Source: an optimization exercise on an open RTL-to-GDS flow (aim: small area, a short achievable clock period and few clock cycles). Production flows keep margins and buffers that such runs may drop. Function was checked by simulation only, so behaviour that the tests miss may differ from the original.

==> flow/design.v (outline; a module is shown in full before it is edited, if it fits) <==
// module associative_memory: 218 lines
// module am_pn_a: 2639 lines
// module am_pn_b: 199 lines
// module am_pn_c: 48 lines
// module am_pu_a: 2462 lines
// module am_pu_b: 327 lines
// module am_pu_c: 21 lines
// module am_fa: 4 lines
module associative_memory
(
	input Clk_CI, Reset_RI,
	input ValidIn_SI, ReadyIn_SI,
	output ReadyOut_SO, ValidOut_SO,
	input [2-1:0] ModeIn_SI,
	input [5-1:0] LabelIn_DI,
	input [0:1000-1] HypervectorIn_DI,
	output [5-1:0] LabelOut_DO,
	output [10-1:0] DistanceOut_DO
);
  // ...
==> flow/flow/run.sh <==
#!/bin/bash
# Layout flow: the standard flow (standard.sh, all steps from synthesis to
# the final layout, with flow/config.mk's settings), changed in two ways:
#  - timing repair aims for 9 ns of setup slack on the 13.5 ns clock, so that
#    the repair steps keep working on paths longer than 4.5 ns;
#  - every port gets a sky130_fd_sc_hd__buf_2 buffer.
# The clock period, the constraints and everything else are the standard flow's.
# make's output goes to run_standard.log; each ORFS step logs under orfs/logs/.
set -euo pipefail
bash standard.sh SETUP_SLACK_MARGIN=9 "BUFFER_PORTS_ARGS=-buffer_cell sky130_fd_sc_hd__buf_2" finish > run_standard.log 2>&1
==> flow/standard.sh <==
#!/bin/bash
# synth_recipe.tcl (not shown) runs the flow's synth.tcl, then flattens the netlist and writes it again
# the make line also repeats each setting of config.mk as NAME=value (left out here)
make -C /OpenROAD-flow-scripts/flow DESIGN_CONFIG=/design/flow/config.mk WORK_HOME=/design/flow/orfs CLKGATE_MAP_FILE= SYNTH_SCRIPT=/design/flow/synth_recipe.tcl "${@:-finish}"
==> flow/config.mk <==
export PLATFORM = sky130hd
export DESIGN_NAME = associative_memory
export DESIGN_NICKNAME = associative_memory
export VERILOG_FILES = /design/flow/design.v
export SDC_FILE = /design/flow/constraint.sdc
export NUM_CORES = 8
export LEC_CHECK = 0
export CAP_MARGIN = 20
export CORE_MARGIN = 2
export CORE_UTILIZATION = 55
export CTS_CLUSTER_DIAMETER = 80
export CTS_CLUSTER_SIZE = 24
export SLEW_MARGIN = 20
export SYNTH_HIERARCHICAL = 1
export TNS_END_PERCENT = 0
==> flow/constraint.sdc <==
create_clock -name core_clock -period 13.5 [get_ports {Clk_CI}]
set_input_delay 2.7000 -clock core_clock [delete_from_list [all_inputs] [get_ports {Clk_CI}]]
set_output_delay 2.7000 -clock core_clock [all_outputs]
set_load 0.01 [all_outputs]
==> impl_results.md, run 1 <==
* Layout clock buffers at 1275
* Slowest-stage cell, CP: nor4b_2
* CP Buf/Inv Count at 2
* Clock-pin transition on the worst setup and hold timing paths at 0.09 ns
* Inst Count DP at 70400
* WL met1 at 1080 mm
* Final antenna-violating net count at 0
* CTS tree: done
* Finished Layout Cells at 73000
* Cts bufs inserted at 847
* Synth Net Count at 65400
* All-Layer GR Usage at 39.9%
* Met3 Use GR at 12.0%
* RD Place Congestion at 1.09
* Multi-input gate area at 0.365 mm^2
* Clock Path Buffers at 5
* Drt initial violations at 62200
* Status: no timing/DRC/antenna violations
* Row count at 450
* Adder-cell share of the synthesized area at 35.4%
* Met1 GRT Util at 52.7%
* Sequential cell area share at 51.5%
* Clock network area share at 3.08%
* Root Driver: clkbuf_16
* Worst Hold Path EP: S3Lab_DP[4][0]$_DFF_P_
* Clock sink total at 16300
* Mux contribution to synthesized area at 0.0968%
* CP cell instances: inv_1 -> ha_1 -> nor2b_1 -> o211ai_1 -> a211oi_1 -> o31ai_1 -> nor2b_1 -> nand4_1 -> buf_4 -> o22ai_1 -> nor4b_2 -> a31oi_1
* Routed WL at 2990 mm
Testbench counts, summed over its fixed seeds: cycles 1,104.
==> module associative_memory, before the edit <==
module associative_memory
(
	input Clk_CI, Reset_RI,
	input ValidIn_SI, ReadyIn_SI,
	output ReadyOut_SO, ValidOut_SO,
	input [2-1:0] ModeIn_SI,
	input [5-1:0] LabelIn_DI,
	input [0:1000-1] HypervectorIn_DI,
	output [5-1:0] LabelOut_DO,
	output [10-1:0] DistanceOut_DO
);
localparam D = 1000;
localparam NC = 13;
localparam LW = 5;
localparam DW = 10;
localparam KW = DW + 2;          
localparam FD = 6;               
localparam [0:D-1] BIT_SELECT = 1000'b1111101100001010001101000111001110100111111010110010010010010000100111111000111010011100010110101001010100010101001001000100010011000100001011111100010000010011001100010101011010100011010010011010010100001001110101011100111001101111100101000100000100100001000011010000011010000111000011000111101101100010011100111001000111001101001000000100010111000111111010001001011000001101110001001111101010001100010111001111111011111000101100000010000100100001001010111110111001010011000111100101100011010101100110001000001011100110001101101000000111100100111100000001010000110110111011111010001111100101101101110110011010001100011010101001111011011001000011111101011001111001100001101101010100100110100111100111101110101011101101010110100111010110000100000000010010000000000001111011111010000110011110110111011100111100000111000110000100110111000100001111111011110101111100110100110111010111111111010101111001100100101110101111110111110100001000110001110010100010011000000110011110001110101111100111100011011101;
localparam UOFF = 22;
localparam KOFF = 4;
integer j;
genvar i, m;
reg Ready_SP;
reg [2:0] Outst_SP;              
reg [FD-1:0] FifoV_SP;
reg [LW-1:0] FifoL_SP [0:FD-1];
reg [DW-1:0] FifoD_SP [0:FD-1];
wire Accept_S  = ValidIn_SI & Ready_SP;
wire AccPred_S = Accept_S & (ModeIn_SI == 2'b00);
wire Pop_S     = FifoV_SP[0] & ReadyIn_SI;
wire [2:0] OutstN_S = Outst_SP + {2'b0, AccPred_S} - {2'b0, Pop_S};
always @(posedge Clk_CI) begin
	if (Reset_RI) begin
		Outst_SP <= 3'd0;
		Ready_SP <= 1'b1;
	end else begin
		Outst_SP <= OutstN_S;
		Ready_SP <= (OutstN_S < FD);
	end
end
assign ReadyOut_SO = Ready_SP;
reg [0:D-1] Query_DP;
reg [LW-1:0] LabelIn_DP;
reg UpdMode_SP;
reg Shift_SP, Pred_SP;
always @(posedge Clk_CI) begin
	Query_DP   <= HypervectorIn_DI;
	LabelIn_DP <= LabelIn_DI;
	UpdMode_SP <= ModeIn_SI[1];
end
always @(posedge Clk_CI) begin
	if (Reset_RI) begin
		Shift_SP <= 1'b0;
		Pred_SP  <= 1'b0;
	end else begin
		Shift_SP <= Accept_S & ModeIn_SI[0];
		Pred_SP  <= AccPred_S;
	end
end
reg [0:D-1] Mem_DP [0:NC-1];
reg [LW-1:0] Lab_DP [0:NC-1];
reg [NC-1:0] Valid_SP;
wire UseOld_S = UpdMode_SP & Valid_SP[NC-1];
wire [0:D-1] NewEntry_D = (Query_DP & (BIT_SELECT | {D{~UpdMode_SP}}))
                        | (Mem_DP[NC-1] & ~BIT_SELECT & {D{UseOld_S}});
always @(posedge Clk_CI) begin
	if (Shift_SP) begin
		Mem_DP[0] <= NewEntry_D;
		for (j = 1; j < NC; j = j + 1) Mem_DP[j] <= Mem_DP[j-1];
	end
end
always @(posedge Clk_CI) begin
	if (Reset_RI) begin
		for (j = 0; j < NC; j = j + 1) Lab_DP[j] <= {LW{1'b0}};
		Valid_SP <= {NC{1'b0}};
	end else if (Shift_SP) begin
		Lab_DP[0] <= LabelIn_DP;
		for (j = 1; j < NC; j = j + 1) Lab_DP[j] <= Lab_DP[j-1];
		Valid_SP <= {Valid_SP[NC-2:0], 1'b1};
	end
end
localparam UW1 = 135;
localparam UW2 = 20;
wire [UW1-1:0] UPart1_D;
reg  [UW1-1:0] UPart1_DP;
wire [UW2-1:0] UPart2_D;
reg  [UW2-1:0] UPart2_DP;
wire [DW-1:0] UCnt_D;
am_pu_a u_ua (.x(NewEntry_D), .m(UPart1_D));
am_pu_b u_ub (.mi(UPart1_DP), .m(UPart2_D));
am_pu_c u_uc (.mi(UPart2_DP), .cnt(UCnt_D));
always @(posedge Clk_CI) begin
	UPart1_DP <= UPart1_D;
	UPart2_DP <= UPart2_D;
end
reg Shift2_SP, Shift3_SP;
reg [DW-1:0] Weight_DP [0:NC-1];
always @(posedge Clk_CI) begin
	Shift2_SP <= Shift_SP;
	Shift3_SP <= Shift2_SP;
end
always @(posedge Clk_CI) begin
	if (Shift3_SP) begin
		Weight_DP[0] <= UCnt_D;
		for (j = 1; j < NC; j = j + 1) Weight_DP[j] <= Weight_DP[j-1];
	end
end
localparam PW1 = 91;         
localparam PW2 = 20;         
wire [PW1-1:0] Part1_D [0:NC-1];
reg  [PW1-1:0] Part1_DP [0:NC-1];
wire [PW2-1:0] Part2_D [0:NC-1];
reg  [PW2-1:0] Part2_DP [0:NC-1];
wire [KW-1:0] Key_D [0:NC-1];
generate
	for (i = 0; i < NC; i = i + 1) begin : g_pc
		am_pn_a u_a (.e(Mem_DP[i]), .q(Query_DP), .m(Part1_D[i]));
		am_pn_b u_b (.mi(Part1_DP[i]), .m(Part2_D[i]));
		am_pn_c u_c (.mi(Part2_DP[i]), .pe(Weight_DP[i]), .cnt(Key_D[i]));
	end
endgenerate
always @(posedge Clk_CI) begin
	for (j = 0; j < NC; j = j + 1) begin
		Part1_DP[j] <= Part1_D[j];
		Part2_DP[j] <= Part2_D[j];
	end
end
reg S1V_SP, S2V_SP, S3V_SP;
reg [NC-1:0] S1Valid_SP, S2Valid_SP;
reg [LW-1:0] S1Lab_DP [0:NC-1];
reg [LW-1:0] S2Lab_DP [0:NC-1];
reg [LW-1:0] S3Lab_DP [0:NC-1];
reg [KW-1:0] S3Key_DP [0:NC-1];
reg [DW-1:0] S3Pq_DP;
always @(posedge Clk_CI) begin
	if (Reset_RI) begin
		S1V_SP <= 1'b0;
		S2V_SP <= 1'b0;
		S3V_SP <= 1'b0;
	end else begin
		S1V_SP <= Pred_SP;
		S2V_SP <= S1V_SP;
		S3V_SP <= S2V_SP;
	end
end
always @(posedge Clk_CI) begin
	S1Valid_SP <= Valid_SP;
	S2Valid_SP <= S1Valid_SP;
	S3Pq_DP <= UCnt_D;
	for (j = 0; j < NC; j = j + 1) begin
		S1Lab_DP[j] <= Lab_DP[j];
		S2Lab_DP[j] <= S1Lab_DP[j];
		S3Lab_DP[j] <= S2Lab_DP[j];
	end
	for (j = 0; j < NC-1; j = j + 1)
		S3Key_DP[j] <= Key_D[j] | {KW{~S2Valid_SP[j]}};
	S3Key_DP[NC-1] <= S2Valid_SP[NC-1] ? Key_D[NC-1] : 2 * D + UOFF + KOFF;
end
wire [NC-1:0] Win_S;
generate
	for (i = 0; i < NC; i = i + 1) begin : g_win
		wire [NC-1:0] beats;
		for (m = 0; m < NC; m = m + 1) begin : g_b
			if (m == i) assign beats[m] = 1'b1;
			else if (m < i) assign beats[m] = (S3Key_DP[i] <= S3Key_DP[m]);
			else assign beats[m] = (S3Key_DP[i] < S3Key_DP[m]);
		end
		assign Win_S[i] = &beats;
	end
endgenerate
wire [DW-1:0] Dist_D [0:NC-1];
generate
	for (i = 0; i < NC; i = i + 1) begin : g_dist
		assign Dist_D[i] = S3Key_DP[i][DW-1:0] + S3Pq_DP;
	end
endgenerate
reg [LW-1:0] ResL_D;
reg [DW-1:0] ResD_D;
always @(*) begin
	ResL_D = {LW{1'b0}};
	ResD_D = {DW{1'b0}};
	for (j = 0; j < NC; j = j + 1) begin
		ResL_D = ResL_D | (S3Lab_DP[j] & {LW{Win_S[j]}});
		ResD_D = ResD_D | (Dist_D[j] & {DW{Win_S[j]}});
	end
end
reg [FD-1:0] ShV_S;
reg [FD-1:0] Wr_S;
always @(*) begin
	ShV_S = Pop_S ? {1'b0, FifoV_SP[FD-1:1]} : FifoV_SP;
	for (j = 0; j < FD; j = j + 1)
		Wr_S[j] = S3V_SP & ~ShV_S[j] & ((j == 0) ? 1'b1 : ShV_S[j-1]);
end
always @(posedge Clk_CI) begin
	if (Reset_RI)
		FifoV_SP <= {FD{1'b0}};
	else
		FifoV_SP <= ShV_S | Wr_S;
end
generate
	for (i = 0; i < FD; i = i + 1) begin : g_fifo
		wire [LW-1:0] nl = (i == FD-1) ? {LW{1'b0}} : FifoL_SP[(i == FD-1) ? i : i+1];
		wire [DW-1:0] nd = (i == FD-1) ? {DW{1'b0}} : FifoD_SP[(i == FD-1) ? i : i+1];
		always @(posedge Clk_CI) begin
			if (Wr_S[i]) begin
				FifoL_SP[i] <= ResL_D;
				FifoD_SP[i] <= ResD_D;
			end else if (Pop_S) begin
				FifoL_SP[i] <= nl;
				FifoD_SP[i] <= nd;
			end
		end
	end
endgenerate
assign ValidOut_SO = FifoV_SP[0];
assign LabelOut_DO = FifoL_SP[0];
assign DistanceOut_DO = FifoD_SP[0];
endmodule
==> inputs of run 2 (changes only) <==
--- a/flow/design.v
+++ b/flow/design.v
@@ -29,3 +29,3 @@
 wire AccPred_S = Accept_S & (ModeIn_SI == 2'b00);
-wire Pop_S     = FifoV_SP[0] & ReadyIn_SI;
+wire Pop_S     = FifoV_SP[0] & ReadyIn_SI;    
 wire [2:0] OutstN_S = Outst_SP + {2'b0, AccPred_S} - {2'b0, Pop_S};
@@ -199,2 +199,15 @@
 end
+reg OutV_SP;
+reg [LW-1:0] OutL_DP;
+reg [DW-1:0] OutD_DP;
+wire [LW-1:0] HeadL_D = Pop_S ? (Wr_S[0] ? ResL_D : FifoL_SP[1]) : (Wr_S[0] ? ResL_D : FifoL_SP[0]);
+wire [DW-1:0] HeadD_D = Pop_S ? (Wr_S[0] ? ResD_D : FifoD_SP[1]) : (Wr_S[0] ? ResD_D : FifoD_SP[0]);
+always @(posedge Clk_CI) begin
+	if (Reset_RI)
+		OutV_SP <= 1'b0;
+	else
+		OutV_SP <= ShV_S[0] | Wr_S[0];
+	OutL_DP <= HeadL_D;
+	OutD_DP <= HeadD_D;
+end
 generate
@@ -214,5 +227,5 @@
 endgenerate
-assign ValidOut_SO = FifoV_SP[0];
-assign LabelOut_DO = FifoL_SP[0];
-assign DistanceOut_DO = FifoD_SP[0];
+assign ValidOut_SO = OutV_SP;
+assign LabelOut_DO = OutL_DP;
+assign DistanceOut_DO = OutD_DP;
 endmodule
==> run 2 against run 1 <==
Compared with the run above:
- first-iteration DRC count rose by 4.4%
- fmax grew 3.6%
- still clean
==> impl_results.md, run 2 <==
* Status: no timing/DRC/antenna violations (unchanged)
* Largest area contributor in the netlist: edfxtp_1 (unchanged)
* CP Class: reg -> reg (unchanged)
* Routed WL at 3040 mm (was 2990 mm)
* Slew headroom at 10.5% (was 8.80%)
* R2R Setup Slk at 8.48 ns (was 8.30 ns)
* Clock Path Buffers at 5 (unchanged)
* Fmax at 199 MHz (was 192 MHz)
* Crit share post-route at 37.2% (was 38.5%)
* Total congestion overflow at 0 (unchanged)
* Worst Hold Path EP: S2Lab_DP[12][1]$_DFF_P_ (was S3Lab_DP[4][0]$_DFF_P_)
* Hold path start: S1Lab_DP[12][1]$_DFF_P_ (was S2Lab_DP[4][0]$_DFF_P_)
* Die width at 1.23 mm (about the same)
* Root Driver: clkbuf_16 (unchanged)
* Yosys cell types at 87 (was 83)
* Hold Buf Count CTS at 0 (unchanged)
* Crit path capture type: flop (unchanged)
* Final Hold Viols at 0 (unchanged)
* Area share of the largest cell type after synthesis at 47.9% (was 48.0%)
* Fin Hold WS at 0.302 ns (was 0.293 ns)
* Max FO, Critical Path at 15 (unchanged)
* Clock Latency Late Sink at 1.35 ns (about the same)
* Area delta synth->final at 8.15% (was 8.00%)
* Setup violators final at 0 (unchanged)
* Fin crit period at 5.02 ns (was 5.20 ns)
* Largest net degree at the start of global routing at 212 (was 196)
* All-Layer GR Usage at 40.6% (was 39.9%)
* CP required at 14.54 ns (was 14.48 ns)
* Initial antenna violation count at 424 (was 418)
* Hold Path Cell Cnt at 0 (unchanged)
* Seq/Total Area, Yosys at 55.4% (was 55.5%)
* PnR worst setup slack at 8.48 ns (was 8.30 ns)
* Inst Count DP at 70500 (was 70400)
* Type of origin of the critical path: flop (unchanged)
* Post-synth EDFFs at 13200 (unchanged)
* Synthesis Warnings at 29 (unchanged)
* Global-route wire length before repair at 4030 mm (was 3960 mm)
* Slowest Stage Delay on Critical Path at 0.69 ns (was 0.88 ns)
* Reg2reg end: FifoL_SP[1][0]$_DFFE_PP_ (was FifoL_SP[4][3]$_DFFE_PP_)
* TritonRoute pass-1 iters at 9 (was 8)
* Dpl hpwl at 2500 mm (was 2490 mm)
* Post-Place Setup Slack at 6.85 ns (was 6.36 ns)
* Via density at 6.11 (was 6.07)
* Slowest-stage cell, CP: a31oi_1 (was nor4b_2)
* Most frequent cells in the layout: 13900 x nand2_1, 13600 x fa_1, 13200 x edfxtp_1 (was 13800 x nand2_1, 13700 x fa_1, 13200 x edfxtp_1)
* Max reg flops at 13000 (unchanged)
* Core ar. at 1.50 mm^2 (about the same)
* Unrepaired setup endpoints after global routing: yes (unchanged)
* Drt initial violations at 65000 (was 62200)
* Delay-heaviest family, CP: simple AND/OR/NAND/NOR gates (was compound AO/OA/AOI/OAI gates)
* Die area at 1.52 mm^2 (was 1.51 mm^2)
* Die H at 1.23 mm (about the same)
* Final antenna-violating net count at 0 (unchanged)
* Cts bufs inserted at 854 (was 847)
* Vias in the first global route at 465000 (was 462000)
* Largest register by flop count: Mem_DP (unchanged)
* Final Max Slew Viols at 0 (unchanged)
* Syn Std Cell Area at 0.828 mm^2 (was 0.827 mm^2)
* CP cell instances: inv_1 -> ha_1 -> nand4_1 -> a211o_1 -> a31oi_1 -> nor4b_1 -> nand4b_1 -> buf_4 -> o32ai_1 -> nor4_1 -> nand3_2 -> mux2_2 (was inv_1 -> ha_1 -> nor2b_1 -> o211ai_1 -> a211oi_1 -> o31ai_1 -> nor2b_1 -> nand4_1 -> buf_4 -> o22ai_1 -> nor4b_2 -> a31oi_1)
* Count leader, synth: fa_1 (unchanged)
* Setup TNS at 0 ns (unchanged)
* Mapped Cells at 49400 (was 49300)
* Async SR Flop Fraction at 0% (unchanged)
* CTS tree: done (unchanged)
* H-tree levels at 6 (unchanged)
* Post-synth top cells: 13900 x fa_1, 13900 x nand2_1, 13200 x edfxtp_1, 3101 x dfxtp_1, 1140 x ha_1 (was 13900 x fa_1, 13800 x nand2_1, 13200 x edfxtp_1, 3086 x dfxtp_1, 1140 x ha_1)
* Clock sink total at 16300 (about the same)
* Commonest non-fill, non-tap cell in the layout: nand2_1 (unchanged)
* Port-buffer cells at 1027 (unchanged)
* Most area-consuming cells after synthesis: edfxtp_1 48%, fa_1 34%, dfxtp_1 7.5% (unchanged)
* Share of cells above drive strength 1 at 7.94% (was 7.50%)
* Yosys reg bits at 16300 (about the same)
* Worst path arrival time at 6.06 ns (was 6.18 ns)
* # IOs at 1028 (unchanged)
* Clk_skew at 0.0829 ns (was 0.114 ns)
* Nets@finish at 67700 (was 67500)
* Reg-to-Reg Start: S3Key_DP[5][11]$_DFF_P_ (was S3Key_DP[1][1]$_DFF_P_)
* Via count at 446000 (was 443000)
* Primary FF master, synth: edfxtp_1 (unchanged)
* RD Place Congestion at 1.09 (about the same)
* Routed len/inst at 41.6 um (was 41.0 um)
* Post-route DRC at 0 (unchanged)
* Biggest regs: Mem_DP (13000), Part1_DP (1183), Query_DP (1000) (unchanged)
* Finished Layout Cells at 73000 (about the same)
* Row count at 450 (unchanged)
* Clock-pin transition on the worst setup and hold timing paths at 0.10 ns (was 0.09 ns)
* CP Buf/Inv Count at 2 (unchanged)
* Max cap viols at 0 (unchanged)
* Mean area per synthesized cell at 16.8 um^2 (about the same)
* Min-delay worst type: reg -> reg (unchanged)
* Slew @ Worst Pin at 1.34 ns (was 1.37 ns)
* R2r worst-path depth at 12 (unchanged)
* Initial Util at 55.2% (was 55.1%)
* Synth Net Count at 65500 (was 65400)
[run 2: cell families after synthesis]
group / after synthesis / share of synthesized area [%]
adder cells (fa/ha/maj): 15100 / 35.4
buffers and inverters: 971 / 0.466
AO/OA/AOI/OAI: 1730 / 1.27
flip-flops: 16300 / 55.4
AND/OR/NAND/NOR: 15000 / 7.08
XOR/XNOR: 193 / 0.204
multiplexers: 113 / 0.141
[run 2: how the worst max path moves through the flow]
stage                     cells past startpoint  slack (ns)                    start                       end
after global placement                       10        6.92       UpdMode_SP$_DFF_P_      UPart1_DP[0]$_DFF_P_
after detailed placement                     10        6.85       UpdMode_SP$_DFF_P_      UPart1_DP[0]$_DFF_P_
final                                        12        8.48  S3Key_DP[5][11]$_DFF_P_  FifoL_SP[1][0]$_DFFE_PP_
after global routing                          7        8.63    Query_DP[786]$_DFF_P_    Part1_DP[9][0]$_DFF_P_
after floorplan                               0      -81.89      Shift_SP$_SDFF_PP0_         Shift2_SP$_DFF_P_
after CTS                                     7        8.67    Query_DP[567]$_DFF_P_   Part1_DP[10][0]$_DFF_P_
[run 2: metal layers]
layer,routed length (um),vias up,global-route usage (%)
met5,2450,-,0.340
met4,243000,178,25.1
met3,364000,5090,13.2
met2,1330000,26800,59.0
met1,1100000,242000,53.7
li1,-,172000,-
[run 2: metrics by stage]
stage	util, %	instance area (um^2)
6_report	59.6	895000
3_5_place_dp	57.3	861000
3_3_place_gp	57.3	861000
2_1_floorplan	-	828000
4_1_cts	59.4	892000
5_1_grt	59.6	895000
[run 2: worst reg2reg max path: stages, from the launching register on]
cell	delay (ns)
dfxtp_2	0.64
inv_1	0.39
ha_1	0.43
nand4_1	0.13
a211o_1	0.29
a31oi_1	0.69
nor4b_1	0.11
nand4b_1	0.16
buf_4	0.34
o32ai_1	0.20
nor4_1	0.50
nand3_2	0.44
mux2_2	0.45
[run 2: layout make-up]
type                        count  area, um^2
antenna                       751        1880
clock buffer                 1291       24300
clock inverter                312        3770
fill                       113000      606000
inverter                      721        2740
multi-input combinational   32100      366000
sequential                  16300      461000
tap                         19900       24900
timing repair buffer         1579       11200
[run 2: per-module statistics from Yosys (local to each module, per instance), excerpt]
module	cell area, um^2	copies in the design	flip-flops and latches	cells inside
am_pn_c	282	13	0	35
am_pn_a	3750	13	0	1000
am_pn_b	15.0	13	0	2
am_fa	20.0	13900	0	1
am_pu_c	294	1	0	37
associative_memory	497000	1	16300	22000
[run 2: what timing repair did]
| action | 4_1_cts | 5_1_grt |
|---|---|---|
| buffers inserted | 45 | 27 |
| resized for setup | 1172 | 319 |
| endpoints found under the setup margin | 4450 | 4719 |
| cloned | 19 | 7 |
| pin swaps | 25 | 40 |
Testbench counts of run 2, summed over its fixed seeds: cycles 1,104.

==> re-timing with driven ports <==
The results above use ideal ports. As a check the final layouts listed here were re-extracted and re-timed, cells and wires unchanged.
Step 1 (the two cells are an assumption about what drives the block):
set clk [get_ports {Clk_CI}]
set_driving_cell -lib_cell sky130_fd_sc_hd__clkbuf_16 $clk
set_driving_cell -lib_cell sky130_fd_sc_hd__buf_2 [delete_from_list [all_inputs] $clk]
Step 2 times the ports against the registers' clock, not the clock port: input delays grow and output delays shrink by t, the midpoint of the rising clock arrivals with the driver on.
Slacks: no drivers / after step 1 / after step 2; pairs: no drivers / after step 1.
| run | t (ns) | setup slack, ns | clock arrival spread, ns | worst slew at a driven data input, ns |
|---|---|---|---|---|
| run 1 | 1.475 | 8.302 / 8.302 / 7.757 | 0.129 / 0.128 | 0.30 |
| run 2 | 1.520 | 8.482 / 8.482 / 7.520 | 0.098 / 0.098 | 0.18 |
After both steps setup and hold are still met in every run listed. For run 2, which loses most, drivers alone change the setup slack by 0.000 ns; drivers and shift together by -0.962 ns.
